What follows belongs to an exercise in optimizing a design on an open flow for small area and a short achievable clock period; a production flow would make more cautious choices.
Where RTL was checked, it was by simulation tests only, not by an equivalence proof against the original.
Function not checked in runs 2 to 5: the RTL went through the layout flow alone.
Power and IR drop assume default switching activity.

==> flow/design.v, too long to show whole: its modules and the start of the top module <==
// module Nbit_reg: 18 lines
// module Nbit_reg_nr: 12 lines
// module lc4_divider: 1596 lines
// module lc4_alu: 96 lines
// module lc4_decoder: 19 lines
// module lc4_regfile: 34 lines
// module lc4_processor: 128 lines
module lc4_processor
   (input  wire        clk,
    input  wire        rst,
    input  wire        gwe,
    output wire [15:0] o_cur_pc,
    input  wire [15:0] i_cur_insn,
    output wire [15:0] o_dmem_addr,
    input  wire [15:0] i_cur_dmem_data,
    output wire        o_dmem_we,
    output wire [15:0] o_dmem_towrite,
    output wire [1:0]  test_stall,
    output wire [15:0] test_cur_pc,
    output wire [15:0] test_cur_insn,
    output wire        test_regfile_we,
    output wire [2:0]  test_regfile_wsel,
    output wire [15:0] test_regfile_data,
    output wire        test_nzp_we,
    output wire [2:0]  test_nzp_new_bits,
    output wire        test_dmem_we,
    output wire [15:0] test_dmem_addr,
    output wire [15:0] test_dmem_data);
  // ...
==> flow/flow/run.sh <==
#!/bin/bash
set -eo pipefail
cd "$(dirname "$0")/.."
export BUFFER_PORTS_ARGS="-buffer_cell sky130_fd_sc_hd__buf_1"
SETUP_SLACK_MARGIN=27.6 bash standard.sh cts > standard_cts.log 2>&1
bash standard.sh > standard.log 2>&1
==> flow/standard.sh <==
#!/bin/bash
# synth_recipe.tcl (not shown) runs the flow's synth.tcl, then flattens the netlist and writes it again
# the make line also repeats each setting of config.mk as NAME=value (left out here)
make -C /OpenROAD-flow-scripts/flow DESIGN_CONFIG=/design/flow/config.mk WORK_HOME=/design/flow/orfs CLKGATE_MAP_FILE= SYNTH_SCRIPT=/design/flow/synth_recipe.tcl "${@:-finish}"
==> flow/config.mk <==
export PLATFORM = sky130hd
export DESIGN_NAME = lc4_processor
export DESIGN_NICKNAME = lc4_processor
export VERILOG_FILES = /design/flow/design.v
export SDC_FILE = /design/flow/constraint.sdc
export NUM_CORES = 4
export LEC_CHECK = 0
export ABC_AREA = 1
export CAP_MARGIN = 20
export CORE_MARGIN = 2
export CORE_UTILIZATION = 40
export CTS_BUF_LIST = sky130_fd_sc_hd__clkbuf_4
export SLEW_MARGIN = 20
==> flow/constraint.sdc <==
create_clock -name core_clock -period 40.0 [get_ports {clk}]
set_input_delay 8.0000 -clock core_clock [delete_from_list [all_inputs] [get_ports {clk}]]
set_output_delay 8.0000 -clock core_clock [all_outputs]
set_load 0.01 [all_outputs]
==> summary.txt, run 1 <==
----------------------------------------------------
[Outcome]
  Outcome ... timing/DRC/antenna clean

[Pwr]
  Pint ... between 1000 and 1500 uW
  Net switching component of the power ... 1730 uW
  Sequential power share ... around an eighth
  Reported combinational group power ... 2350 uW
  Fraction of power spent switching nets ... between 50% and 60%

[Hold path]
  Count of cells along the worst hold path ... 0
  Launch instance of the worst min-delay path ... m_rawl_reg.state[3]

[Cells and area]
  Non-filler cells, final ... around 6700
  Fill cell instance count of the final layout ... 8659
  Layout-stage area growth over the synthesis result ... 17.0%
  Sequential cell count of the final layout ... roughly 350
  Layout inverter count without the clock tree ... ~750
  Layout cell share with drive strength beyond 1 ... approximately 15%
  Non-clock buffer area fraction after layout ... under 10%

[Setup path]
  Largest stage delay on the critical path ... between 300 and 400 ps
  Data arrival at the endpoint of the critical path ... 13560 ps
  Crit path max-delay family ... simple AND/OR/NAND/NOR gates
  Crit path launch ... x_r2sel_reg.state[1]
  Critical path type ... flop to flop

[Clock tree]
  CTS H-tree lvls ... 3
  Sink count of the clock tree ... 353
  Clock-pin slew of the registers on the worst-case setup and hold paths ... roughly 70 ps
  Post-CTS setup-driven buffer insertion count ... ~140
  Clock buffers created by TritonCTS ... 85
  Clock latency reported for the late side of the worst-skew pair ... 820 ps

[STA]
  Post-layout minimum cycle time ... about 13000 ps
  Final count of negative-setup-slack endpoints ... 0
  Count of endpoints failing hold in the final timing report ... 0
  Post-route clock skew ... 84.6 ps
  Peak clock frequency supported by timing ... 0.0774 GHz

[GRT]
  First-pass GRT wire length ... 225 mm

[Place]
  Count of placed standard cells including taps ... between 6000 and 7000
  Detailed placer's ending HPWL ... between 100 and 150 mm

[Die]
  Die boundary width ... approximately 290 um
  # rows ... 104

[Route]
  Total length of routed met2 wires ... 65.7 mm

----------------------------------------------------
==> module lc4_processor, before the edit <==
module lc4_processor
   (input  wire        clk,
    input  wire        rst,
    input  wire        gwe,
    output wire [15:0] o_cur_pc,
    input  wire [15:0] i_cur_insn,
    output wire [15:0] o_dmem_addr,
    input  wire [15:0] i_cur_dmem_data,
    output wire        o_dmem_we,
    output wire [15:0] o_dmem_towrite,
    output wire [1:0]  test_stall,
    output wire [15:0] test_cur_pc,
    output wire [15:0] test_cur_insn,
    output wire        test_regfile_we,
    output wire [2:0]  test_regfile_wsel,
    output wire [15:0] test_regfile_data,
    output wire        test_nzp_we,
    output wire [2:0]  test_nzp_new_bits,
    output wire        test_dmem_we,
    output wire [15:0] test_dmem_addr,
    output wire [15:0] test_dmem_data);
   wire        branch_stall;
   wire [15:0] next_pc;
   wire [15:0] pc;
   Nbit_reg #(16, 16'h8200) pc_reg (.in(next_pc), .out(pc), .clk(clk), .we(1'b1), .gwe(gwe), .rst(rst));
   assign o_cur_pc = pc;
   wire [15:0] d_pc, d_raw;
   wire        d_stall;
   Nbit_reg #(16, 16'h8200) d_pc_reg    (.in(pc),           .out(d_pc),    .clk(clk), .we(1'b1), .gwe(gwe), .rst(rst));
   Nbit_reg #(7, 7'h00)     d_rawh_reg  (.in(i_cur_insn[15:9]), .out(d_raw[15:9]), .clk(clk), .we(1'b1), .gwe(gwe), .rst(rst));
   Nbit_reg_nr #(9)         d_rawl_reg  (.in(i_cur_insn[8:0]),  .out(d_raw[8:0]),  .clk(clk), .gwe(gwe));
   Nbit_reg #(1, 1'b1)      d_stall_reg (.in(branch_stall), .out(d_stall), .clk(clk), .we(1'b1), .gwe(gwe), .rst(rst));
   wire [2:0] d_r1sel, d_r2sel;
   lc4_decoder dec_d (.insn(d_raw), .r1sel(d_r1sel), .r2sel(d_r2sel), .wsel(),
                      .regfile_we(), .nzp_we(), .is_load(), .is_store());
   wire [15:0] x_pc, x_raw;
   wire        x_stall;
   wire [2:0]  x_r1sel, x_r2sel;
   Nbit_reg #(16, 16'h8200) x_pc_reg    (.in(d_pc),                   .out(x_pc),    .clk(clk), .we(1'b1), .gwe(gwe), .rst(rst));
   Nbit_reg #(7, 7'h00)     x_rawh_reg  (.in(d_raw[15:9]), .out(x_raw[15:9]), .clk(clk), .we(1'b1), .gwe(gwe), .rst(rst));
   Nbit_reg_nr #(9)         x_rawl_reg  (.in(d_raw[8:0]),  .out(x_raw[8:0]),  .clk(clk), .gwe(gwe));
   Nbit_reg #(1, 1'b1)      x_stall_reg (.in(branch_stall | d_stall), .out(x_stall), .clk(clk), .we(1'b1), .gwe(gwe), .rst(rst));
   Nbit_reg_nr #(3)         x_r1sel_reg (.in(d_r1sel), .out(x_r1sel), .clk(clk), .gwe(gwe));
   Nbit_reg_nr #(3)         x_r2sel_reg (.in(d_r2sel), .out(x_r2sel), .clk(clk), .gwe(gwe));
   wire [15:0] x_ir = x_stall ? 16'h0000 : x_raw;
   wire [15:0] m_pc, m_raw, m_alu, m_rt;
   wire        m_stall;
   wire [15:0] w_pc, w_raw, w_alu, w_data;
   wire        w_stall;
   wire [2:0]  m_wsel, w_wsel;
   wire        m_rfwe, m_nzpwe, m_ld, m_st, w_rfwe, w_nzpwe, w_ld, w_st;
   lc4_decoder dec_m (.insn(m_raw), .r1sel(), .r2sel(), .wsel(m_wsel),
                      .regfile_we(m_rfwe), .nzp_we(m_nzpwe), .is_load(m_ld), .is_store(m_st));
   lc4_decoder dec_w (.insn(w_raw), .r1sel(), .r2sel(), .wsel(w_wsel),
                      .regfile_we(w_rfwe), .nzp_we(w_nzpwe), .is_load(w_ld), .is_store(w_st));
   wire m_we = ~m_stall & m_rfwe;
   wire w_we = ~w_stall & w_rfwe;
   wire [15:0] rf_rs, rf_rt;
   lc4_regfile #(16) regfile (.clk(clk), .gwe(gwe), .rst(rst),
                              .i_rs(x_r1sel), .o_rs_data(rf_rs),
                              .i_rt(x_r2sel), .o_rt_data(rf_rt),
                              .i_rd(w_wsel), .i_wdata(test_regfile_data), .i_rd_we(w_we));
   wire [2:0] x_wsel;
   wire       x_rfwe;
   lc4_decoder dec_x (.insn(x_raw), .r1sel(), .r2sel(), .wsel(x_wsel),
                      .regfile_we(x_rfwe), .nzp_we(), .is_load(), .is_store());
   wire x_we = ~x_stall & x_rfwe;
   wire mx_rs_n = x_we & (d_r1sel == x_wsel);
   wire mx_rt_n = x_we & (d_r2sel == x_wsel);
   wire wx_rs_n = m_we & (d_r1sel == m_wsel) & ~mx_rs_n;
   wire wx_rt_n = m_we & (d_r2sel == m_wsel) & ~mx_rt_n;
   wire mx_rs, mx_rt, wx_rs, wx_rt;
   Nbit_reg #(4, 4'b0000) byp_reg (.in({mx_rs_n, mx_rt_n, wx_rs_n, wx_rt_n}), .out({mx_rs, mx_rt, wx_rs, wx_rt}),
                                   .clk(clk), .we(1'b1), .gwe(gwe), .rst(rst));
   wire [15:0] rs_byp = mx_rs ? m_alu : (wx_rs ? w_alu : rf_rs);
   wire [15:0] rt_byp = mx_rt ? m_alu : (wx_rt ? w_alu : rf_rt);
   wire [15:0] alu_out, alu_addsum;
   lc4_alu alu (.i_insn(x_ir), .i_pc(x_pc), .i_r1data(rs_byp), .i_r2data(rt_byp),
                .o_result(alu_out), .o_addsum(alu_addsum));
   wire [2:0] m_nzp = m_alu[15] ? 3'b100 : (|m_alu ? 3'b001 : 3'b010);
   wire [2:0] nzp_q;
   wire m_nzp_we = ~m_stall & m_nzpwe;
   wire w_nzp_we = ~w_stall & w_nzpwe;
   wire [2:0] nzp_byp = m_nzp_we ? m_nzp : (w_nzp_we ? test_nzp_new_bits : nzp_q);
   wire [3:0] x_op = x_ir[15:12];
   wire should_branch = (x_op == 4'b0000) & |(x_ir[11:9] & nzp_byp);
   wire x_ctl = x_op == 4'b1111 | x_op == 4'b1100 | x_op == 4'b1000 | x_op == 4'b0100;
   assign branch_stall = should_branch | x_ctl;
   wire [15:0] pc_inc = pc + 16'd1;
   wire x_jsr  = x_ir[15:11] == 5'b01001;
   wire x_jmp  = x_ir[15:11] == 5'b11001;
   wire x_to_rs = x_op == 4'b1000 | x_ir[15:11] == 5'b11000 | x_ir[15:11] == 5'b01000;
   assign next_pc = x_to_rs ? rs_byp :
                    (x_op == 4'b1111) ? {8'h80, x_ir[7:0]} :
                    x_jsr ? {x_pc[15], x_ir[10:0], 4'b0} :
                    (should_branch | x_jmp) ? alu_addsum : pc_inc;
   Nbit_reg #(16, 16'h8200) m_pc_reg    (.in(x_pc),    .out(m_pc),    .clk(clk), .we(1'b1), .gwe(gwe), .rst(rst));
   Nbit_reg #(7, 7'h00)     m_rawh_reg  (.in(x_raw[15:9]), .out(m_raw[15:9]), .clk(clk), .we(1'b1), .gwe(gwe), .rst(rst));
   Nbit_reg_nr #(9)         m_rawl_reg  (.in(x_raw[8:0]),  .out(m_raw[8:0]),  .clk(clk), .gwe(gwe));
   Nbit_reg #(1, 1'b1)      m_stall_reg (.in(x_stall), .out(m_stall), .clk(clk), .we(1'b1), .gwe(gwe), .rst(rst));
   Nbit_reg #(16, 16'h0000) m_alu_reg   (.in(alu_out), .out(m_alu),   .clk(clk), .we(1'b1), .gwe(gwe), .rst(rst));
   Nbit_reg_nr #(16)        m_rt_reg    (.in(rf_rt),   .out(m_rt),    .clk(clk), .gwe(gwe));
   assign o_dmem_we      = ~m_stall & m_st;
   assign o_dmem_addr    = (m_ld | m_st) ? m_alu : 16'h0000;
   assign o_dmem_towrite = m_st ? m_rt : 16'h0000;
   wire [15:0] m_data    = m_ld ? i_cur_dmem_data : (m_st ? m_rt : 16'h0000);
   Nbit_reg #(16, 16'h8200) w_pc_reg    (.in(m_pc),    .out(w_pc),    .clk(clk), .we(1'b1), .gwe(gwe), .rst(rst));
   Nbit_reg #(7, 7'h00)     w_rawh_reg  (.in(m_raw[15:9]), .out(w_raw[15:9]), .clk(clk), .we(1'b1), .gwe(gwe), .rst(rst));
   Nbit_reg_nr #(9)         w_rawl_reg  (.in(m_raw[8:0]),  .out(w_raw[8:0]),  .clk(clk), .gwe(gwe));
   Nbit_reg #(1, 1'b1)      w_stall_reg (.in(m_stall), .out(w_stall), .clk(clk), .we(1'b1), .gwe(gwe), .rst(rst));
   Nbit_reg #(16, 16'h0000) w_alu_reg   (.in(m_alu),   .out(w_alu),   .clk(clk), .we(1'b1), .gwe(gwe), .rst(rst));
   Nbit_reg #(16, 16'h0000) w_data_reg  (.in(m_data),  .out(w_data),  .clk(clk), .we(1'b1), .gwe(gwe), .rst(rst));
   wire [3:0] w_op = w_raw[15:12];
   wire w_link = ~w_stall & (w_op == 4'b1111 | w_op == 4'b0100);
   wire [15:0] w_pc_inc = w_pc + 16'd1;
   assign test_regfile_data = w_ld ? w_data : (w_link ? w_pc_inc : w_alu);
   assign test_cur_pc       = w_pc;
   assign test_cur_insn     = w_stall ? 16'h0000 : w_raw;
   assign test_regfile_we   = w_we;
   assign test_regfile_wsel = w_wsel;
   assign test_nzp_we       = w_nzp_we;
   assign test_dmem_we      = ~w_stall & w_st;
   assign test_dmem_addr    = (w_ld | w_st) ? w_alu : 16'h0000;
   assign test_dmem_data    = w_data;
   assign test_stall        = {w_stall, 1'b0};
   assign test_nzp_new_bits = test_regfile_data[15] ? 3'b100 : (|test_regfile_data ? 3'b001 : 3'b010);
   Nbit_reg #(3, 3'b000) nzp_reg (.in(test_nzp_new_bits), .out(nzp_q), .clk(clk), .we(w_nzp_we), .gwe(gwe), .rst(rst));
endmodule
==> inputs of run 2 (changes only) <==
--- a/flow/design.v
+++ b/flow/design.v
@@ -1901,8 +1901,7 @@
    Nbit_reg #(16, 16'h0000) w_data_reg  (.in(m_data),  .out(w_data),  .clk(clk), .we(1'b1), .gwe(gwe), .rst(rst));
    wire [3:0] w_op = w_raw[15:12];
    wire w_link = ~w_stall & (w_op == 4'b1111 | w_op == 4'b0100);
-   wire [15:0] w_pc_inc = w_pc + 16'd1;
-   assign test_regfile_data = w_ld ? w_data : (w_link ? w_pc_inc : w_alu);
+   assign test_regfile_data = w_ld ? w_data : (w_link ? m_pc : w_alu);
    assign test_cur_pc       = w_pc;
    assign test_cur_insn     = w_stall ? 16'h0000 : w_raw;
    assign test_regfile_we   = w_we;
==> flow/flow/run.sh (replaced) <==
#!/bin/bash
set -eo pipefail
cd "$(dirname "$0")/.."
export BUFFER_PORTS_ARGS="-buffer_cell sky130_fd_sc_hd__buf_1"
SETUP_SLACK_MARGIN=27.3 bash standard.sh cts > standard_cts.log 2>&1
bash standard.sh > standard.log 2>&1
--- a/flow/config.mk
+++ b/flow/config.mk
@@ -9,5 +9,5 @@
 export CAP_MARGIN = 20
 export CORE_MARGIN = 2
 export CORE_UTILIZATION = 40
-export CTS_BUF_LIST = sky130_fd_sc_hd__clkbuf_4
+export CTS_BUF_LIST = sky130_fd_sc_hd__clkbuf_8
 export SLEW_MARGIN = 20
==> run 2 against run 1 <==
Core utilization rose by 0.41 points. Die area fell by 0.49%. First-iteration DRC count rose by 3.3%. Setup slack got worse by 410 ps. Global-route usage fell by 0.44 points. Critical path type unchanged. Wire length fell by 1.5%.
==> summary.txt, run 2 <==
----------------------------------------------------
[Clock tree]
  Clock-pin slew of the registers on the worst-case setup and hold paths ... 60 ps (about the same)
  CTS H-tree lvls ... 2 (-1)
  Clk buf depth ... 3
  Clock latency reported for the late side of the worst-skew pair ... 700 ps (-120 ps)
  Clock buffers created by TritonCTS ... 58 (-32%)
  Sink count of the clock tree ... 353 (unchanged)
  TritonCTS clock tree ... yes
  Cell at the root of the clock tree ... sky130_fd_sc_hd__clkbuf_8

[Yosys]
  Top area cells in the synthesized netlist ... sky130_fd_sc_hd__dfxtp_1, sky130_fd_sc_hd__nand2_1, sky130_fd_sc_hd__inv_1, sky130_fd_sc_hd__nand3_1, sky130_fd_sc_hd__o21ai_0
  Sequential-to-total area share from yosys stat ... 23.8%
  Post-synthesis net count ... approximately 5300
  Number of standard cells after synthesis ... 5207
  Leading area contributor after synthesis ... sky130_fd_sc_hd__dfxtp_1
  Share of flip-flops with an asynchronous set or reset after synthesis ... 0%
  Average cell area after synthesis ... 6.16 um2
  Count of different cell masters after synthesis ... approximately 80
  Most frequently used flop master after synthesis ... sky130_fd_sc_hd__dfxtp_1
  Flip-flop and latch count after synthesis ... roughly 350
  Number of flops mapped to enable cells by yosys ... 58
  Yosys warnings ... 12
  Share of the synthesized area in the top cell type ... a little under a fifth
  Leading cell types by count after synthesis ... sky130_fd_sc_hd__nand2_1, sky130_fd_sc_hd__inv_1, sky130_fd_sc_hd__nand3_1, sky130_fd_sc_hd__nor2_1, sky130_fd_sc_hd__o21ai_0
  Most common cell in the synthesized netlist ... sky130_fd_sc_hd__nand2_1
  Post-Synthesis Cell Area ... 32100 um2

[Cells and area]
  Leading cell type in the layout, fill and taps excluded ... sky130_fd_sc_hd__nand2_1
  Layout cell share with drive strength beyond 1 ... 13.7% (-0.98 points)
  Non-filler cells, final ... 6566 (-1.6%)
  Leading cell types in the layout, fill and taps excluded ... sky130_fd_sc_hd__nand2_1, sky130_fd_sc_hd__inv_1, sky130_fd_sc_hd__nor2_1
  Final nets ... roughly 5600
  Layout-stage area growth over the synthesis result ... 17.0% (about the same)

[Pwr]
  Pwr dens ... slightly below 90 nW/um2
  Static power due to leakage ... 0.0171 uW
  Maximum vdd drop ... 80.0 uV

[Outcome]
  Outcome ... timing/DRC/antenna clean

[Die]
  Die boundary width ... 287 um (-0.24%)
  Chip height ... 287 um
  Number of primary I/O pins ... 175
  Starting utilization of the core area ... between 40% and 50%
  Placeable core region ... ~79000 um2
  Area enclosed by the die boundary ... 82400 um2
  # rows ... 103 (-0.96%)

[Route]
  Post-DRT Antenna Nets ... 0
  DRT met1 WL ... ~60 mm
  Average via count per standard cell ... slightly below 6
  Top metal layer carrying routed signals ... met5
  Drt pass-1 iters ... 8
  Total length of routed met2 wires ... 65.4 mm (-0.48%)
  Number of DRC violations after detailed-routing iteration 0 ... 4728
  Total routed wirelength ... 150 mm
  DR WL/cell ... 22.8 um
  Detailed-route DRC error count ... 0
  Via total after detailed routing ... 39000
  Length of routed met3 wiring ... roughly 15 mm

[Setup path]
  Maximum fanout encountered on the critical timing path ... 9
  Endpoint kind of the worst setup timing path ... flop
  Register-to-Register Setup Slack ... about 27000 ps
  Depth of the most critical reg-to-reg path ... 97
  Critical register-to-register path endpoint ... m_alu_reg.state[13]
  CP required ... about 41000 ps
  Crit path launch ... x_r2sel_reg.state[1]
  Worst reg2reg path startpoint ... x_r2sel_reg.state[1]
  Largest stage delay on the critical path ... 670 ps (+310 ps)
  CP endpoint ... m_alu_reg.state[13]
  Crit path top cell by count ... sky130_fd_sc_hd__nand2_1
  Worst path slowest cell ... sky130_fd_sc_hd__o211ai_1
  Startpoint type of the worst setup path ... flop
  Data arrival at the endpoint of the critical path ... 13870 ps (+310 ps)
  Critical path type ... flop to flop

[STA]
  Post-route setup TNS ... 0 ps
  Relative slew slack ... roughly a fifth
  Post-route clock skew ... 71.4 ps (-13.2 ps)
  Worst slew pin tran ... around 1200 ps
  Post-route fraction of the period consumed by the critical path ... 33.3%
  Worst hold margin ... 413 ps
  Peak clock frequency supported by timing ... 0.0750 GHz (-3.1%)
  Setup repair after global routing missed its margin ... no
  Final count of negative-setup-slack endpoints ... 0 (unchanged)
  Final Worst Setup Slack ... 26670 ps
  Post-layout minimum cycle time ... 13330 ps (+407 ps)
  Count of endpoints failing hold in the final timing report ... 0 (unchanged)
  Final Max Tran Viols ... 0

[GRT]
  Vias in the first global route ... about 36000
  Maximum number of pins on one net before global-route repair ... 100
  Total grt overflow ... 0
  GRT Total Usage ... between 30% and 40%
  Initial antenna violation count ... 5
  First-pass GRT wire length ... 223 mm (-1.0%)

[Place]
  Post-place setup slack ... 24180 ps
  Buffers on Ports ... about 170
  Detailed placer's ending HPWL ... 108 mm (-0.68%)
  Count of placed standard cells including taps ... 6296 (-1.1%)
  RePlAce Congestion ... approximately 1.0

[Job]
  Number of max-cap violations ... 0

[Hold path]
  Classification of the worst-slack hold path ... flop to flop
  Launch instance of the worst min-delay path ... m_rawl_reg.state[3]

----------------------------------------------------
[run 2: cell count changes after synthesis, sizes merged, moves of 9 or more]
| cell | change |
|---|---|
| a22oi | -9 |
| o22ai | -17 |
| o21ai | +25 |
| nand2 | +22 |
| inv | -29 |
| o211ai | +29 |
| a21oi | -16 |
| o2111ai | -9 |
| xor2 | -16 |
| nor3 | -10 |
[run 2: final cells by class]
cell class	count	area [um2]
Timing Repair Buffer	422	2900
Clock buffer	69	950
Tap cell	1050	1310
Multi-Input combinational cell	3917	21700
Antenna cell	3	7.51
Inverter	719	2750
Clock inverter	33	211
Sequential cell	353	7650
Fill cell	8331	41600
[run 2: cells by family (layout without fill, tap and decap cells)]
| logic type | after synthesis | in the layout | synth area share, % |
|---|---|---|---|
| AND/OR/NAND/NOR | 2474 | 2476 | 34.6 |
| AO/OA/AOI/OAI | 1215 | 1215 | 22.5 |
| buffers and inverters | 939 | 1243 | 11.7 |
| flip-flops | 353 | 353 | 23.8 |
| XOR/XNOR | 136 | 136 | 3.86 |
| adder cells (fa/ha/maj) | 83 | 83 | 3.31 |
| multiplexers | 6 | 6 | 0.187 |
| other | 1 | 4 | 0.0117 |
[run 2: layer usage]
layer  vias to the layer above  GRT usage [%]
met3                       511           5.94
met4                         6           19.8
li1                      18100              -
met5                         -              0
met1                     18200           44.8
met2                      2191           55.9
[run 2: where the power goes]
part | switching [uW] | total [uW] | internal [uW] | leakage, uW
clock network | 156 | 326 | 169 | 0.000687
logic | 1700 | 2620 | 916 | 0.0134
registers | 16.5 | 395 | 378 | 0.00297
[run 2: per-stage QoR]
stage / cell area, um2 / util (%) / total power, uW
floorplan: 32100 / - / 2010
global placement: 33700 / 42.6 / 2480
detailed placement: 33700 / 42.6 / 2500
CTS: 37500 / 47.4 / 3260
global route: 37500 / 47.4 / 3600
finish: 37500 / 47.4 / 3340
[run 2: timing repair]
| item | CTS | global route |
|---|---|---|
| gates resized for setup | 307 | 0 |
| endpoints found under the setup margin | 16 | 0 |
| hold buffers | 0 | 0 |
| setup buffers | 161 | 0 |
[run 2: how the worst min path moves through the flow]
stage                                to  slack, ps  depth (start not counted)
floorplan           w_rawl_reg.state[0]        400                          0
global placement    w_rawl_reg.state[1]        400                          0
detailed placement  w_rawl_reg.state[8]        400                          0
CTS                 w_rawl_reg.state[8]        410                          0
global route        w_rawl_reg.state[8]        420                          0
finish              w_rawl_reg.state[3]        410                          0
[run 2: critical path, delay by kind of cell, from the launching register on]
| kind | cells | cell delay [ps] |
|---|---|---|
| adder cells (fa/ha/maj) | 1 | 230 |
| XOR/XNOR | 2 | 570 |
| buffers and inverters | 18 | 2260 |
| AO/OA/AOI/OAI | 10 | 2400 |
| flip-flops | 1 | 560 |
| AND/OR/NAND/NOR | 66 | 7160 |
==> module lc4_alu, before the edit <==
module lc4_alu(input  wire [15:0] i_insn,
               input  wire [15:0] i_pc,
               input  wire [15:0] i_r1data,
               input  wire [15:0] i_r2data,
               output wire [15:0] o_result,
               output wire [15:0] o_addsum);
   wire [15:0] insn = i_insn;
   wire [3:0]  op   = insn[15:12];
   wire [2:0]  sub  = insn[5:3];
   wire [15:0] rs   = i_r1data;
   wire [15:0] rt   = i_r2data;
   wire op0 = op == 4'b0000, op1 = op == 4'b0001, op2 = op == 4'b0010, op3 = op == 4'b0011;
   wire op4 = op == 4'b0100, op5 = op == 4'b0101, op6 = op == 4'b0110, op7 = op == 4'b0111;
   wire op8 = op == 4'b1000, op9 = op == 4'b1001, opA = op == 4'b1010, opB = op == 4'b1011;
   wire opC = op == 4'b1100, opD = op == 4'b1101, opE = op == 4'b1110, opF = op == 4'b1111;
   wire ar_add  = op1 & (sub == 3'b000);
   wire ar_sub  = op1 & (sub == 3'b010);
   wire ar_addi = op1 & insn[5];
   wire is_cmp  = op2 | op3 | opB | opE;        
   wire cmp_rt  = op2 & ~insn[8];               
   wire cmp_sgn = op2 & ~insn[7];               
   wire [15:0] imm7 = {{9{insn[6] & cmp_sgn}}, insn[6:0]};
   wire [15:0] cmp_b = cmp_rt ? rt : imm7;
   wire use_pc = op0 | opC;
   wire [15:0] add_a = use_pc ? i_pc : rs;
   reg  [15:0] add_b;
   reg         add_c;
   always @(*) begin
      if (op0)            begin add_b = {{7{insn[8]}}, insn[8:0]};   add_c = 1'b1; end
      else if (opC)       begin add_b = {{5{insn[10]}}, insn[10:0]}; add_c = 1'b1; end
      else if (ar_add)    begin add_b = rt;                          add_c = 1'b0; end
      else if (ar_sub)    begin add_b = ~rt;                         add_c = 1'b1; end
      else if (ar_addi)   begin add_b = {{11{insn[4]}}, insn[4:0]};  add_c = 1'b0; end
      else if (op6 | op7) begin add_b = {{10{insn[5]}}, insn[5:0]};  add_c = 1'b0; end
      else                begin add_b = ~cmp_b;                      add_c = 1'b1; end
   end
   wire [16:0] sum = {1'b0, add_a} + {1'b0, add_b} + {16'b0, add_c};
   assign o_addsum = sum[15:0];
   wire lt_u = ~sum[16];
   wire lt   = (cmp_sgn & (rs[15] ^ cmp_b[15])) ? rs[15] : lt_u;
   wire eq   = ~|sum[15:0];
   wire [15:0] cmp_o = lt ? 16'hFFFF : {15'b0, ~eq};
   wire [15:0] mul_o, div_q, div_r;
   lc4_divider dv (.i_dividend(rs), .i_divisor(rt), .i_mul(op1 & (sub == 3'b001)),
                   .o_remainder(div_r), .o_quotient(div_q), .o_product(mul_o));
   wire is_sll = insn[5:4] == 2'b00;
   wire is_sra = insn[5:4] == 2'b01;
   wire [15:0] rs_rev;
   genvar gi;
   for (gi = 0; gi < 16; gi = gi + 1) begin : rev_in
      assign rs_rev[gi] = rs[15-gi];
   end
   wire [15:0] sh_in = is_sll ? rs_rev : rs;
   wire        fill  = is_sra & rs[15];
   wire [31:0] sh_ext = {{16{fill}}, sh_in};
   wire [15:0] sh_out = sh_ext >> insn[3:0];
   wire [15:0] sll_o;
   for (gi = 0; gi < 16; gi = gi + 1) begin : rev_out
      assign sll_o[gi] = sh_out[15-gi];
   end
   wire s_add  = op0 | (op1 & ~(sub == 3'b001) & ~(sub == 3'b011)) | op6 | op7 | (opC & insn[11]);
   wire s_mul  = op1 & (sub == 3'b001);
   wire s_div  = op1 & (sub == 3'b011);
   wire s_and  = op5 & (sub == 3'b000);
   wire s_not  = op5 & (sub == 3'b001);
   wire s_or   = op5 & (sub == 3'b010);
   wire s_xor  = op5 & (sub == 3'b011);
   wire s_andi = op5 & insn[5];
   wire s_sll  = opA & is_sll;
   wire s_sr   = opA & (insn[5:4] == 2'b01 | insn[5:4] == 2'b10);
   wire s_mod  = opA & (insn[5:4] == 2'b11);
   wire s_const = op9;
   wire s_hic  = opD;
   wire s_rs   = op8 | (opC & ~insn[11]) | (op4 & ~insn[11]);
   wire s_trap = opF;
   wire s_jsr  = op4 & insn[11];
   wire [15:0] imm5 = {{11{insn[4]}}, insn[4:0]};
   assign o_result =
        ({16{s_add}}   & sum[15:0])
      | ({16{s_mul}}   & mul_o)
      | ({16{s_div}}   & div_q)
      | ({16{s_mod}}   & div_r)
      | ({16{s_and}}   & (rs & rt))
      | ({16{s_not}}   & ~rs)
      | ({16{s_or}}    & (rs | rt))
      | ({16{s_xor}}   & (rs ^ rt))
      | ({16{s_andi}}  & (rs & imm5))
      | ({16{s_sll}}   & sll_o)
      | ({16{s_sr}}    & sh_out)
      | ({16{is_cmp}}  & cmp_o)
      | ({16{s_const}} & {{7{insn[8]}}, insn[8:0]})
      | ({16{s_hic}}   & {insn[7:0], rs[7:0]})
      | ({16{s_rs}}    & rs)
      | ({16{s_trap}}  & {8'h80, insn[7:0]})
      | ({16{s_jsr}}   & {i_pc[15], insn[10:0], 4'b0});
endmodule
==> inputs of run 3 (changes only) <==
--- a/flow/design.v
+++ b/flow/design.v
@@ -1674,34 +1674,22 @@
    wire lt   = (cmp_sgn & (rs[15] ^ cmp_b[15])) ? rs[15] : lt_u;
    wire eq   = ~|sum[15:0];
    wire [15:0] cmp_o = lt ? 16'hFFFF : {15'b0, ~eq};
-   wire [15:0] mul_o, div_q, div_r;
-   lc4_divider dv (.i_dividend(rs), .i_divisor(rt), .i_mul(op1 & (sub == 3'b001)),
-                   .o_remainder(div_r), .o_quotient(div_q), .o_product(mul_o));
    wire is_sll = insn[5:4] == 2'b00;
    wire is_sra = insn[5:4] == 2'b01;
-   wire [15:0] rs_rev;
-   genvar gi;
-   for (gi = 0; gi < 16; gi = gi + 1) begin : rev_in
-      assign rs_rev[gi] = rs[15-gi];
-   end
-   wire [15:0] sh_in = is_sll ? rs_rev : rs;
-   wire        fill  = is_sra & rs[15];
-   wire [31:0] sh_ext = {{16{fill}}, sh_in};
-   wire [15:0] sh_out = sh_ext >> insn[3:0];
-   wire [15:0] sll_o;
-   for (gi = 0; gi < 16; gi = gi + 1) begin : rev_out
-      assign sll_o[gi] = sh_out[15-gi];
-   end
+   wire sra_neg = opA & is_sra & rs[15];
+   wire [15:0] mul_o, div_q, div_r;
+   lc4_divider dv (.i_dividend(rs ^ {16{sra_neg}}), .i_divisor(rt),
+                   .i_mul((op1 & (sub == 3'b001)) | (opA & is_sll)),
+                   .o_remainder(div_r), .o_quotient(div_q), .o_product(mul_o));
    wire s_add  = op0 | (op1 & ~(sub == 3'b001) & ~(sub == 3'b011)) | op6 | op7 | (opC & insn[11]);
-   wire s_mul  = op1 & (sub == 3'b001);
-   wire s_div  = op1 & (sub == 3'b011);
+   wire s_mul  = (op1 & (sub == 3'b001)) | (opA & is_sll);
+   wire s_div  = (op1 & (sub == 3'b011)) | (opA & (insn[5:4] == 2'b10)) | (opA & is_sra & ~rs[15]);
+   wire s_ndiv = sra_neg;
    wire s_and  = op5 & (sub == 3'b000);
    wire s_not  = op5 & (sub == 3'b001);
    wire s_or   = op5 & (sub == 3'b010);
    wire s_xor  = op5 & (sub == 3'b011);
    wire s_andi = op5 & insn[5];
-   wire s_sll  = opA & is_sll;
-   wire s_sr   = opA & (insn[5:4] == 2'b01 | insn[5:4] == 2'b10);
    wire s_mod  = opA & (insn[5:4] == 2'b11);
    wire s_const = op9;
    wire s_hic  = opD;
@@ -1713,14 +1701,13 @@
         ({16{s_add}}   & sum[15:0])
       | ({16{s_mul}}   & mul_o)
       | ({16{s_div}}   & div_q)
+      | ({16{s_ndiv}}  & ~div_q)
       | ({16{s_mod}}   & div_r)
       | ({16{s_and}}   & (rs & rt))
       | ({16{s_not}}   & ~rs)
       | ({16{s_or}}    & (rs | rt))
       | ({16{s_xor}}   & (rs ^ rt))
       | ({16{s_andi}}  & (rs & imm5))
-      | ({16{s_sll}}   & sll_o)
-      | ({16{s_sr}}    & sh_out)
       | ({16{is_cmp}}  & cmp_o)
       | ({16{s_const}} & {{7{insn[8]}}, insn[8:0]})
       | ({16{s_hic}}   & {insn[7:0], rs[7:0]})
@@ -1862,7 +1849,9 @@
    Nbit_reg #(4, 4'b0000) byp_reg (.in({mx_rs_n, mx_rt_n, wx_rs_n, wx_rt_n}), .out({mx_rs, mx_rt, wx_rs, wx_rt}),
                                    .clk(clk), .we(1'b1), .gwe(gwe), .rst(rst));
    wire [15:0] rs_byp = mx_rs ? m_alu : (wx_rs ? w_alu : rf_rs);
-   wire [15:0] rt_byp = mx_rt ? m_alu : (wx_rt ? w_alu : rf_rt);
+   wire x_shift = x_ir[15:12] == 4'b1010 & x_ir[5:4] != 2'b11;
+   wire [15:0] sh_onehot = 16'd1 << x_ir[3:0];
+   wire [15:0] rt_byp = x_shift ? sh_onehot : (mx_rt ? m_alu : (wx_rt ? w_alu : rf_rt));
    wire [15:0] alu_out, alu_addsum;
    lc4_alu alu (.i_insn(x_ir), .i_pc(x_pc), .i_r1data(rs_byp), .i_r2data(rt_byp),
                 .o_result(alu_out), .o_addsum(alu_addsum));
==> flow/flow/run.sh (replaced) <==
#!/bin/bash
set -eo pipefail
cd "$(dirname "$0")/.."
export BUFFER_PORTS_ARGS="-buffer_cell sky130_fd_sc_hd__buf_1"
SETUP_SLACK_MARGIN=27 bash standard.sh cts > standard_cts.log 2>&1
bash standard.sh > standard.log 2>&1
==> run 3 against run 2 <==
Maximum frequency is 3.1% lower. First-iteration DRC count is 4.4% higher. Sequential share of layout area hardly changed. Die area is 2.3% lower. Critical path depth is 7 higher. Final cell count is 0.59% lower. Sequential power hardly changed. Synthesized cell count is 1.4% lower. Clock skew is 18 ps lower. Via count is 1.2% lower. Highest routed layer is now met4.
==> summary.txt, run 3 <==
----------------------------------------------------
[Pwr]
  Sequential power share ... 32.3% (+20 points)
  Pint ... 709 uW (-52%)
  Static power due to leakage ... 0.0172 uW (+0.63%)
  Net switching component of the power ... 511 uW (-73%)
  Maximum vdd drop ... 23.1 uV (-71%)
  Fraction of power spent switching nets ... 41.9% (-14 points)
  Clk pwr share ... 26.2% (+17 points)
  Combinational Power Share ... 41.4% (-37 points)
  Pwr dens ... 32.6 nW/um2 (-63%)

[Die]
  Die boundary width ... 284 um (-1.1%)
  Chip height ... 284 um (-1.1%)
  Placeable core region ... 77500 um2 (-2.1%)
  Number of primary I/O pins ... 175 (unchanged)
  Area enclosed by the die boundary ... 80600 um2 (-2.3%)
  Starting utilization of the core area ... 40.4% (-0.089 points)
  # rows ... 102 (-0.97%)

[Cells and area]
  Layout-stage area growth over the synthesis result ... 19.7%
  Leading cell types in the layout, fill and taps excluded ... sky130_fd_sc_hd__nand2_1, sky130_fd_sc_hd__inv_1, sky130_fd_sc_hd__nand3_1
  Fill cell instance count of the final layout ... 8200 (-1.6%)
  Layout cell share with drive strength beyond 1 ... 14.7% (+1.0 points)
  Leading cell type in the layout, fill and taps excluded ... sky130_fd_sc_hd__nand2_1
  Final nets ... 5554 (-0.63%)

[Clock tree]
  Clk buf depth ... 3 (unchanged)
  Clock buffers created by TritonCTS ... 56 (-3.4%)
  Sink count of the clock tree ... 353 (unchanged)
  Clock-pin slew of the registers on the worst-case setup and hold paths ... 70 ps (about the same)
  Clock latency reported for the late side of the worst-skew pair ... 690 ps (about the same)
  Cell at the root of the clock tree ... sky130_fd_sc_hd__clkbuf_8
  TritonCTS clock tree ... yes
  Hold bufs inserted after CTS ... 0 (unchanged)
  CTS H-tree lvls ... 2 (unchanged)

[Setup path]
  Crit path top cell by count ... sky130_fd_sc_hd__nand2_1
  Startpoint type of the worst setup path ... flop
  Data arrival at the endpoint of the critical path ... 14310 ps (+440 ps)
  CP required ... 40540 ps (about the same)
  Critical path type ... flop to flop
  Worst path slowest cell ... sky130_fd_sc_hd__edfxtp_1
  Critical register-to-register path endpoint ... m_alu_reg.state[4]
  Worst reg2reg path startpoint ... x_r2sel_reg.state[1]
  Depth of the most critical reg-to-reg path ... 104 (+7.2%)
  Crit path max-delay family ... simple AND/OR/NAND/NOR gates
  Endpoint kind of the worst setup timing path ... flop
  Register-to-Register Setup Slack ... 26240 ps (-430 ps)
  Buffers plus inverters on the worst setup path ... 14 (-4)
  Largest stage delay on the critical path ... 450 ps (-220 ps)
  Maximum fanout encountered on the critical timing path ... 27 (+18)

[Place]
  RePlAce Congestion ... 1.02 (-1.5%)
  Buffers on Ports ... 173 (unchanged)
  Detailed placer's ending HPWL ... 107 mm (-0.52%)

[STA]
  Relative slew slack ... 17.5% (-2.3 points)
  Count of endpoints failing hold in the final timing report ... 0 (unchanged)
  Final Max Tran Viols ... 0 (unchanged)
  Final count of negative-setup-slack endpoints ... 0 (unchanged)
  Setup repair after global routing missed its margin ... no
  Worst slew pin tran ... 1230 ps (+56.5 ps)
  Post-layout minimum cycle time ... 13760 ps (+431 ps)
  Worst hold margin ... 420 ps (+6.84 ps)
  Post-route clock skew ... 52.9 ps (-18.5 ps)
  Post-route fraction of the period consumed by the critical path ... 34.4% (+1.1 points)
  Post-route setup TNS ... 0 ps (unchanged)
  Peak clock frequency supported by timing ... 0.0727 GHz (-3.1%)

[Yosys]
  Number of flops mapped to enable cells by yosys ... 58 (unchanged)
  Post-Synthesis Cell Area ... 31300 um2 (-2.3%)
  Average cell area after synthesis ... 6.10 um2 (-0.92%)
  Sequential-to-total area share from yosys stat ... 24.4% (+0.56 points)
  Most frequently used flop master after synthesis ... sky130_fd_sc_hd__dfxtp_1
  Share of flip-flops with an asynchronous set or reset after synthesis ... 0% (unchanged)
  Most common cell in the synthesized netlist ... sky130_fd_sc_hd__nand2_1
  Leading area contributor after synthesis ... sky130_fd_sc_hd__dfxtp_1
  Yosys warnings ... 12 (unchanged)
  Top area cells in the synthesized netlist ... sky130_fd_sc_hd__dfxtp_1, sky130_fd_sc_hd__nand2_1, sky130_fd_sc_hd__nand3_1, sky130_fd_sc_hd__inv_1, sky130_fd_sc_hd__o21ai_0
  Flip-flop and latch count after synthesis ... 353 (unchanged)
  Number of standard cells after synthesis ... 5134 (-1.4%)
  Leading cell types by count after synthesis ... sky130_fd_sc_hd__nand2_1, sky130_fd_sc_hd__inv_1, sky130_fd_sc_hd__nand3_1, sky130_fd_sc_hd__nor2_1, sky130_fd_sc_hd__o21ai_0
  Post-synthesis net count ... 5249 (-1.4%)
  Count of different cell masters after synthesis ... 70 (-11%)
  Share of the synthesized area in the top cell type ... 18.9% (+0.44 points)

[Route]
  Average via count per standard cell ... 5.90 (-0.57%)
  DR WL/cell ... 22.9 um (+0.47%)
  Detailed-route DRC error count ... 0 (unchanged)
  Drt pass-1 iters ... 6 (-2)
  Total routed wirelength ... 149 mm (-0.13%)
  Number of DRC violations after detailed-routing iteration 0 ... 4935 (+4.4%)
  Post-DRT Antenna Nets ... 0 (unchanged)
  Via total after detailed routing ... 38500 (-1.2%)

[GRT]
  Initial antenna violation count ... 2 (-3)
  Maximum number of pins on one net before global-route repair ... 121 (+21%)
  Vias in the first global route ... 35400 (-2.4%)
  First-pass GRT wire length ... 221 mm (-0.90%)
  GRT Total Usage ... 35.4% (+0.32 points)
  Total grt overflow ... 0 (unchanged)

[Job]
  Number of max-cap violations ... 0 (unchanged)

[Outcome]
  Outcome ... timing/DRC/antenna clean

[Hold path]
  WHS Endpoint ... w_rawl_reg.state[7]
  Count of cells along the worst hold path ... 0 (unchanged)
  Launch instance of the worst min-delay path ... m_rawl_reg.state[7]
  Classification of the worst-slack hold path ... flop to flop

----------------------------------------------------
[run 3: cell types whose count changed after synthesis, moves of 22 or more]
| cell | before | now |
|---|---|---|
| sky130_fd_sc_hd__nand2_1 | 1168 | 1190 |
| sky130_fd_sc_hd__nand4_1 | 144 | 117 |
| sky130_fd_sc_hd__inv_2 | 29 | 58 |
| sky130_fd_sc_hd__nand2_2 | 68 | 46 |
| sky130_fd_sc_hd__nand3_1 | 465 | 510 |
| sky130_fd_sc_hd__a21oi_1 | 329 | 289 |
| sky130_fd_sc_hd__o21ai_0 | 426 | 370 |
[run 3: power by group through the flow]
stage | logic [uW] | registers (uW) | clock network (uW)
after floorplan | 283 | 395 | 0
after global placement | 405 | 402 | 0
after detailed placement | 405 | 402 | 0
after CTS | 487 | 394 | 323
after global routing | 543 | 396 | 339
final | 506 | 395 | 320
[run 3: area by class of cell]
class	instances	area, um2	share of cell area [%]
Multi-Input combinational cell	3826	21300	56.7
Tap cell	1040	1300	3.47
Timing Repair Buffer	455	3220	8.59
Sequential cell	353	7650	20.4
Clock buffer	66	908	2.42
Clock inverter	37	239	0.637
Inverter	747	2930	7.80
Antenna cell	3	7.51	0.0200
[run 3: through the flow]
step | worst slack [ps] | total power [uW] | util (%) | std cells | cell area (um2)
3_3_place_gp | 23410 | 808 | 42.6 | 6209 | 33000
3_5_place_dp | 23210 | 808 | 42.6 | 6209 | 33000
5_1_grt | 25190 | 1280 | 48.4 | 6525 | 37500
6_report | 26240 | 1220 | 48.4 | 6527 | 37500
4_1_cts | 26960 | 1200 | 48.4 | 6523 | 37500
2_1_floorplan | 28330 | 678 | - | 5134 | 31300
[run 3: worst max-delay path by stage]
| stage | start | endpoint | slack (ps) | depth (start not counted) |
|---|---|---|---|---|
| after floorplan | x_r2sel_reg.state[1] | m_alu_reg.state[0] | 28330 | 90 |
| after global placement | x_r2sel_reg.state[2] | m_alu_reg.state[15] | 23410 | 101 |
| after detailed placement | x_r2sel_reg.state[2] | m_alu_reg.state[15] | 23210 | 99 |
| after CTS | x_r2sel_reg.state[1] | m_alu_reg.state[5] | 26960 | 107 |
| after global routing | x_r2sel_reg.state[1] | m_alu_reg.state[5] | 25190 | 106 |
| final | x_r2sel_reg.state[1] | m_alu_reg.state[4] | 26240 | 104 |
[run 3: cells by family after synthesis]
logic type	share of synthesized area [%]
AO/OA/AOI/OAI	21.5
XOR/XNOR	4.34
adder cells (fa/ha/maj)	3.27
buffers and inverters	12.0
flip-flops	24.4
other	0.0120
AND/OR/NAND/NOR	34.5
[run 3: metal layers]
layer / vias up / share of wire, % / global-route usage, %
met5: - / 0 / 0
met4: 0 / 6.8 / 21.3
met3: 511 / 9.9 / 5.10
met2: 2339 / 44 / 55.8
met1: 17800 / 40 / 45.8
li1: 17900 / - / -
[run 3: timing repair]
item	4_1_cts	5_1_grt
buffers inserted	198	0
setup endpoints to repair	16	0
gates resized for setup	371	0
==> inputs of run 4 (changes only) <==
--- a/flow/config.mk
+++ b/flow/config.mk
@@ -8,6 +8,6 @@
 export ABC_AREA = 1
 export CAP_MARGIN = 20
 export CORE_MARGIN = 2
-export CORE_UTILIZATION = 40
+export CORE_UTILIZATION = 55
 export CTS_BUF_LIST = sky130_fd_sc_hd__clkbuf_8
 export SLEW_MARGIN = 20
==> run 4 against run 3 <==
Worst hold slack better by 2.0 ps. Still clean. Non-clock buffer count fell by 27. Count of clock-buffer cells in the layout unchanged. Combinational power decreased by 4.0%. Largest cell class unchanged. Sequential share of layout area up 0.54 points. Setup slack improved by 100 ps.
==> summary.txt, run 4 <==
----------------------------------------------------
[Outcome]
  Outcome ... timing/DRC/antenna clean

[STA]
  Count of endpoints failing hold in the final timing report ... 0 (unchanged)
  Worst slew pin tran ... 1270 ps (+35.5 ps)
  Post-route fraction of the period consumed by the critical path ... 34.1% (-0.25 points)
  Post-layout minimum cycle time ... 13660 ps (-101 ps)
  Relative slew slack ... 15.0% (-2.5 points)
  Post-route clock skew ... 27.2 ps (-25.7 ps)
  Setup repair after global routing missed its margin ... no
  Post-route setup TNS ... 0 ps (unchanged)
  Peak clock frequency supported by timing ... 0.0732 GHz (+0.74%)
  Final count of negative-setup-slack endpoints ... 0 (unchanged)
  Final Max Tran Viols ... 0 (unchanged)

[Die]
  # rows ... 87 (-15%)
  Number of primary I/O pins ... 175 (unchanged)
  Die boundary width ... 243 um (-15%)
  Chip height ... 243 um (-15%)
  Starting utilization of the core area ... 55.6% (+15 points)
  Placeable core region ... 56400 um2 (-27%)
  Area enclosed by the die boundary ... 58900 um2 (-27%)

[Yosys]
  Yosys warnings ... 12 (unchanged)
  Leading area contributor after synthesis ... sky130_fd_sc_hd__dfxtp_1
  Average cell area after synthesis ... 6.10 um2 (unchanged)
  Flip-flop and latch count after synthesis ... 353 (unchanged)
  Post-synthesis net count ... 5249 (unchanged)
  Most frequently used flop master after synthesis ... sky130_fd_sc_hd__dfxtp_1
  Count of different cell masters after synthesis ... 70 (unchanged)
  Number of standard cells after synthesis ... 5134 (unchanged)
  Share of flip-flops with an asynchronous set or reset after synthesis ... 0% (unchanged)
  Post-Synthesis Cell Area ... 31300 um2 (unchanged)
  Most common cell in the synthesized netlist ... sky130_fd_sc_hd__nand2_1
  Share of the synthesized area in the top cell type ... 18.9% (unchanged)
  Top area cells in the synthesized netlist ... sky130_fd_sc_hd__dfxtp_1, sky130_fd_sc_hd__nand2_1, sky130_fd_sc_hd__nand3_1, sky130_fd_sc_hd__inv_1, sky130_fd_sc_hd__o21ai_0
  Sequential-to-total area share from yosys stat ... 24.4% (unchanged)
  Number of flops mapped to enable cells by yosys ... 58 (unchanged)
  Leading cell types by count after synthesis ... sky130_fd_sc_hd__nand2_1, sky130_fd_sc_hd__inv_1, sky130_fd_sc_hd__nand3_1, sky130_fd_sc_hd__nor2_1, sky130_fd_sc_hd__o21ai_0

[Job]
  Number of max-cap violations ... 0 (unchanged)

[GRT]
  First-pass GRT wire length ... 211 mm (-4.2%)
  GRT Total Usage ... 45.9% (+11 points)
  Maximum number of pins on one net before global-route repair ... 122 (+0.83%)
  Vias in the first global route ... 35700 (+0.69%)
  Total grt overflow ... 0 (unchanged)
  Initial antenna violation count ... 3 (+1)

[Cells and area]
  Fill cell instance count of the final layout ... 5421 (-34%)
  Layout-stage area growth over the synthesis result ... 16.6%
  Area used by multi-input combinational logic ... 21100 um2 (-0.89%)
  Final nets ... 5522 (-0.58%)
  Leading cell types in the layout, fill and taps excluded ... sky130_fd_sc_hd__nand2_1, sky130_fd_sc_hd__inv_1, sky130_fd_sc_hd__nand3_1
  Layout cell share with drive strength beyond 1 ... 13.2% (-1.5 points)
  Leading cell type in the layout, fill and taps excluded ... sky130_fd_sc_hd__nand2_1
  Sequential cell area ... 7650 um2 (unchanged)
  Non-filler cells, final ... 6210 (-4.9%)

[Clock tree]
  Clock buffers created by TritonCTS ... 52 (-7.1%)
  CTS H-tree lvls ... 2 (unchanged)
  Clock-pin slew of the registers on the worst-case setup and hold paths ... 70 ps (about the same)
  Clock latency reported for the late side of the worst-skew pair ... 620 ps (-70 ps)
  Clk buf depth ... 3 (unchanged)
  TritonCTS clock tree ... yes
  Cell at the root of the clock tree ... sky130_fd_sc_hd__clkbuf_8
  Hold bufs inserted after CTS ... 0 (unchanged)
  Sink count of the clock tree ... 353 (unchanged)

[Route]
  Detailed-route DRC error count ... 0 (unchanged)
  DR WL/cell ... 22.7 um (-0.75%)
  Average via count per standard cell ... 6.25 (+6.0%)
  Total routed wirelength ... 141 mm (-5.6%)
  Post-DRT Antenna Nets ... 0 (unchanged)
  Drt pass-1 iters ... 7 (+1)
  Number of DRC violations after detailed-routing iteration 0 ... 5001 (+1.3%)
  Via total after detailed routing ... 38800 (+0.81%)

[Place]
  RePlAce Congestion ... 1.05 (+2.7%)
  Buffers on Ports ... 173 (unchanged)
  Count of placed standard cells including taps ... 5927 (-4.5%)
  Detailed placer's ending HPWL ... 102 mm (-5.3%)

[Hold path]
  Classification of the worst-slack hold path ... flop to flop
  Launch instance of the worst min-delay path ... d_rawl_reg.state[3]
  WHS Endpoint ... x_rawl_reg.state[3]
  Count of cells along the worst hold path ... 0 (unchanged)

[Setup path]
  Maximum fanout encountered on the critical timing path ... 24 (-11%)
  Depth of the most critical reg-to-reg path ... 107 (+2.9%)
  Worst path slowest cell ... sky130_fd_sc_hd__edfxtp_1
  Crit path max-delay family ... simple AND/OR/NAND/NOR gates
  CP required ... 40510 ps (-30 ps)
  Endpoint kind of the worst setup timing path ... flop
  Critical path type ... flop to flop
  Data arrival at the endpoint of the critical path ... 14170 ps (-140 ps)
  Largest stage delay on the critical path ... 480 ps (+30 ps)
  Buffers plus inverters on the worst setup path ... 18 (+4)
  Register-to-Register Setup Slack ... 26340 ps (+100 ps)
  Crit path top cell by count ... sky130_fd_sc_hd__nand2_1
  Worst reg2reg path startpoint ... x_r2sel_reg.state[0]
  Critical register-to-register path endpoint ... m_alu_reg.state[15]
  Startpoint type of the worst setup path ... flop
  Crit path launch ... x_r2sel_reg.state[0]

[Pwr]
  Maximum vdd drop ... 25.7 uV (+12%)
  Static power due to leakage ... 0.0170 uW (-1.4%)
  Pwr dens ... 32.4 nW/um2 (-0.44%)

----------------------------------------------------
[run 4: metrics by stage]
step / power, uW / instance area, um2 / hold WS [ps] / util [%] / setup slack [ps]
after floorplan: 678 / 31300 / 400 / - / 28330
after global placement: 799 / 32600 / 400 / 57.9 / 23170
after detailed placement: 800 / 32600 / 405 / 57.9 / 22880
after CTS: 1160 / 36500 / 422 / 64.7 / 27000
after global routing: 1240 / 36500 / 426 / 64.8 / 25200
final: 1180 / 36500 / 422 / 64.8 / 26340
[run 4: metal layers]
layer	GRT usage [%]	share of wire, %	wire, um
met2	71.3	43	60100
met4	35.1	8.9	12500
met3	9.13	12	16500
met5	0	0	0
met1	56.1	37	51900
[run 4: cells by family (layout without fill, tap and decap cells)]
family / count (synthesis) / count (layout) / share of synthesized area (%)
buffers and inverters: 963 / 1274 / 12.0
AND/OR/NAND/NOR: 2463 / 2466 / 34.5
other: 1 / 5 / 0.0120
AO/OA/AOI/OAI: 1126 / 1128 / 21.5
XOR/XNOR: 148 / 148 / 4.34
adder cells (fa/ha/maj): 80 / 80 / 3.27
flip-flops: 353 / 353 / 24.4
[run 4: repair_timing]
item	CTS	global route
buffers inserted	172	0
endpoints found under the setup margin	16	0
gates resized for setup	305	0
[run 4: worst max path at each step]
stage | cells past startpoint | slack [ps] | end
final | 107 | 26340 | m_alu_reg.state[15]
after global routing | 111 | 25200 | m_alu_reg.state[12]
after CTS | 109 | 27000 | m_alu_reg.state[12]
after detailed placement | 109 | 22880 | m_alu_reg.state[13]
after global placement | 109 | 23170 | m_alu_reg.state[13]
after floorplan | 90 | 28330 | m_alu_reg.state[0]
[run 4: final cells by class]
cell class	count	share of cell area, %
multi-input combinational	3823	57.7
sequential	353	20.9
inverter	747	7.93
timing repair buffer	428	7.90
tap	756	2.59
clock buffer	66	2.49
clock inverter	31	0.432
timing repair inverter	2	0.0377
antenna	4	0.0274
[run 4: report_power, final]
part / total [uW] / switching (uW) / internal [uW] / leakage [uW]
logic: 486 / 327 / 159 / 0.0134
registers: 396 / 17.9 / 378 / 0.00297
clock network: 301 / 146 / 155 / 0.000643
==> inputs of run 5 (changes only) <==
==> flow/flow/run.sh (replaced) <==
#!/bin/bash
set -eo pipefail
cd "$(dirname "$0")/.."
export BUFFER_PORTS_ARGS="-buffer_cell sky130_fd_sc_hd__buf_1"
SETUP_SLACK_MARGIN=26 bash standard.sh cts > standard_cts.log 2>&1
bash standard.sh > standard.log 2>&1
--- a/flow/config.mk
+++ b/flow/config.mk
@@ -8,6 +8,6 @@
 export ABC_AREA = 1
 export CAP_MARGIN = 20
 export CORE_MARGIN = 2
-export CORE_UTILIZATION = 55
+export CORE_UTILIZATION = 40
 export CTS_BUF_LIST = sky130_fd_sc_hd__clkbuf_8
 export SLEW_MARGIN = 20
==> run 5 against run 4 <==
Critical endpoint is now m_alu_reg.state[9]. Critical path type unchanged. Via count down 3.3%. Sequential power about the same. Clock skew rose by 29 ps. Count of clock-buffer cells in the layout unchanged. Global-route usage is 12 points lower. Synthesized cell count stayed put. Sequential share of layout area is 0.73 points higher. Final cell count rose by 2.9%. Still clean on timing, DRC and antenna. Largest cell class unchanged. Largest power group unchanged. Critical path depth increased by 10. Flip-flop and latch count is the same.
==> summary.txt, run 5 <==
----------------------------------------------------
[Yosys]
  Post-synthesis net count ... 5249 (unchanged)
  Top area cells in the synthesized netlist ... sky130_fd_sc_hd__dfxtp_1, sky130_fd_sc_hd__nand2_1, sky130_fd_sc_hd__nand3_1, sky130_fd_sc_hd__inv_1, sky130_fd_sc_hd__o21ai_0
  Average cell area after synthesis ... 6.10 um2 (unchanged)
  Sequential-to-total area share from yosys stat ... 24.4% (unchanged)
  Yosys warnings ... 12 (unchanged)
  Flip-flop and latch count after synthesis ... 353 (unchanged)
  Leading area contributor after synthesis ... sky130_fd_sc_hd__dfxtp_1
  Number of flops mapped to enable cells by yosys ... 58 (unchanged)
  Leading cell types by count after synthesis ... sky130_fd_sc_hd__nand2_1, sky130_fd_sc_hd__inv_1, sky130_fd_sc_hd__nand3_1, sky130_fd_sc_hd__nor2_1, sky130_fd_sc_hd__o21ai_0
  Most frequently used flop master after synthesis ... sky130_fd_sc_hd__dfxtp_1
  Most common cell in the synthesized netlist ... sky130_fd_sc_hd__nand2_1
  Share of flip-flops with an asynchronous set or reset after synthesis ... 0% (unchanged)
  Number of standard cells after synthesis ... 5134 (unchanged)
  Count of different cell masters after synthesis ... 70 (unchanged)
  Share of the synthesized area in the top cell type ... 18.9% (unchanged)
  Post-Synthesis Cell Area ... 31300 um2 (unchanged)

[Setup path]
  Endpoint kind of the worst setup timing path ... flop
  Startpoint type of the worst setup path ... flop
  CP required ... 40530 ps (+20 ps)
  Critical path type ... flop to flop
  Crit path top cell by count ... sky130_fd_sc_hd__nand2_1
  Data arrival at the endpoint of the critical path ... 15010 ps (+840 ps)
  Largest stage delay on the critical path ... 550 ps (+70 ps)
  Maximum fanout encountered on the critical timing path ... 22 (-8.3%)
  Worst path slowest cell ... sky130_fd_sc_hd__edfxtp_1

[GRT]
  Maximum number of pins on one net before global-route repair ... 121 (-0.82%)
  Vias in the first global route ... 34000 (-4.8%)
  Total grt overflow ... 0 (unchanged)
  First-pass GRT wire length ... 214 mm (+1.2%)
  GRT Total Usage ... 34.3% (-12 points)
  Initial antenna violation count ... 1 (-2)

[Route]
  Detailed-route DRC error count ... 0 (unchanged)
  Total routed wirelength ... 145 mm (+2.7%)
  Post-DRT Antenna Nets ... 0 (unchanged)
  Drt pass-1 iters ... 7 (unchanged)
  Average via count per standard cell ... 5.88 (-6.0%)
  Number of DRC violations after detailed-routing iteration 0 ... 4818 (-3.7%)
  DR WL/cell ... 22.7 um (-0.19%)
  Via total after detailed routing ... 37500 (-3.3%)

[Job]
  Number of max-cap violations ... 0 (unchanged)

[Clock tree]
  Hold bufs inserted after CTS ... 0 (unchanged)
  CTS H-tree lvls ... 2 (unchanged)
  Cell at the root of the clock tree ... sky130_fd_sc_hd__clkbuf_8
  Clock latency reported for the late side of the worst-skew pair ... 690 ps (+70 ps)
  Clock-pin slew of the registers on the worst-case setup and hold paths ... 70 ps (about the same)
  Clock buffers created by TritonCTS ... 56 (+7.7%)
  Clk buf depth ... 3 (unchanged)
  Sink count of the clock tree ... 353 (unchanged)
  TritonCTS clock tree ... yes

[Cells and area]
  Leading cell type in the layout, fill and taps excluded ... sky130_fd_sc_hd__nand2_1
  Leading cell types in the layout, fill and taps excluded ... sky130_fd_sc_hd__nand2_1, sky130_fd_sc_hd__inv_1, sky130_fd_sc_hd__nand3_1
  Layout cell share with drive strength beyond 1 ... 9.56% (-3.7 points)
  Fill cell instance count of the final layout ... 8353 (+54%)
  Final core utilization ... 45.6% (-19 points)
  Layout-stage area growth over the synthesis result ... 12.7%
  Final nets ... 5417 (-1.9%)

[Die]
  Die boundary width ... 284 um (+17%)
  Number of primary I/O pins ... 175 (unchanged)
  Area enclosed by the die boundary ... 80600 um2 (+37%)
  Placeable core region ... 77500 um2 (+37%)
  # rows ... 102 (+17%)
  Starting utilization of the core area ... 40.4% (-15 points)
  Chip height ... 284 um (+17%)

[STA]
  Final count of negative-setup-slack endpoints ... 0 (unchanged)
  Post-route clock skew ... 56.6 ps (+29.4 ps)
  Final Max Tran Viols ... 0 (unchanged)
  Post-route setup TNS ... 0 ps (unchanged)
  Relative slew slack ... 18.0% (+3.0 points)
  Count of endpoints failing hold in the final timing report ... 0 (unchanged)
  Worst slew pin tran ... 1220 ps (-43.6 ps)
  Post-layout minimum cycle time ... 14480 ps (+817 ps)
  Setup repair after global routing missed its margin ... no
  Peak clock frequency supported by timing ... 0.0691 GHz (-5.6%)
  Post-route fraction of the period consumed by the critical path ... 36.2% (+2.0 points)

[Place]
  Buffers on Ports ... 173 (unchanged)
  Detailed placer's ending HPWL ... 107 mm (+5.6%)
  RePlAce Congestion ... 1.02 (-2.6%)

[Outcome]
  Outcome ... timing/DRC/antenna clean

[Hold path]
  Classification of the worst-slack hold path ... flop to flop

[Pwr]
  Static power due to leakage ... 0.0163 uW (-3.8%)
  Maximum vdd drop ... 22.7 uV (-12%)
  Pwr dens ... 32.8 nW/um2 (+1.3%)

----------------------------------------------------
[run 5: logic make-up after synthesis]
group,share of synthesized area (%)
buffers and inverters,12.0
adder cells (fa/ha/maj),3.27
AND/OR/NAND/NOR,34.5
flip-flops,24.4
XOR/XNOR,4.34
other,0.0120
AO/OA/AOI/OAI,21.5
[run 5: worst paths after layout]
check	startpoint	end	slack, ps	cells past startpoint
max reg2reg	x_r2sel_reg.state[0]	m_alu_reg.state[9]	25520	117
min reg2reg	m_rawl_reg.state[1]	w_rawl_reg.state[1]	420	0
min	m_rawl_reg.state[1]	w_rawl_reg.state[1]	420	0
max	x_r2sel_reg.state[0]	m_alu_reg.state[9]	25520	117
[run 5: power breakdown]
| part | switching, uW | leakage (uW) | internal, uW | total (uW) |
|---|---|---|---|---|
| Combinational | 313 | 0.0127 | 131 | 444 |
| Clock | 155 | 0.000672 | 164 | 319 |
| Sequential | 16.6 | 0.00297 | 378 | 395 |
| Total | 484 | 0.0163 | 674 | 1160 |
[run 5: metal layers]
layer  routed length, um  up-vias  global-route usage [%]
met5                   0        -                       0
met4                8740        0                    18.3
met3               13900      432                    5.12
li1                    -    17500                       -
met1               58900    17300                    45.0
met2               63200     2213                    54.1
[run 5: layout make-up]
type                            count  area, um2  share of cell area (%)
Multi-Input combinational cell   3821      20400                    57.8
Clock buffer                       66        908                    2.57
Timing Repair Buffer              323       1910                    5.41
Tap cell                         1040       1300                    3.69
Sequential cell                   353       7650                    21.7
Clock inverter                     37        239                   0.677
Antenna cell                        1       2.50                 0.00709
Inverter                          747       2890                    8.19
[run 5: repair_timing]
action | CTS | global route
setup endpoints to repair | 16 | 0
resized for setup | 121 | 0
setup buffers | 71 | 0
[run 5: worst max-delay path: cells and delay by family (launching register included)]
kind | cells | cell delay [ps]
buffers and inverters | 14 | 1920
adder cells (fa/ha/maj) | 1 | 210
AO/OA/AOI/OAI | 6 | 960
AND/OR/NAND/NOR | 96 | 10620
flip-flops | 1 | 550
[run 5: metrics by stage]
stage          instances  total power (uW)  cell area [um2]  hold WS, ps  setup WS [ps]
3_5_place_dp        6209               808            33000          406          23210
5_1_grt             6388              1220            35300          426          24160
2_1_floorplan       5134               678            31300          400          28330
3_3_place_gp        6209               808            33000          401          23410
4_1_cts             6386              1150            35300          421          26000
6_report            6388              1160            35300          418          25520

[afterwards: timing with drivers on the ports]
The results above use ideal ports. As a check the final layouts listed here were re-extracted and re-timed, cells and wires unchanged. Step 1 assumes that a clkbuf_16 drives the clock port and a buf_2 every other input. Step 2 times the ports against the registers' clock, not the clock port: input delays grow and output delays shrink by t, the midpoint of the rising clock arrivals with the driver on. a / b / c = no drivers / after step 1 / after step 2; a / b = the first two.
run | t, ns | slack for setup (ns) | hold slack, ns
run 1 | 0.831 | 27.077 / 27.077 / 27.077 | 0.404 / 0.404 / 0.404
run 2 | 0.718 | 26.670 / 26.670 / 26.670 | 0.413 / 0.413 / 0.413
run 3 | 0.722 | 26.239 / 26.239 / 26.239 | 0.420 / 0.420 / 0.420
run 4 | 0.650 | 26.340 / 26.340 / 26.340 | 0.422 / 0.422 / 0.422
run 5 | 0.722 | 25.524 / 25.524 / 25.524 | 0.418 / 0.418 / 0.418
After both steps every run listed still meets setup and hold.
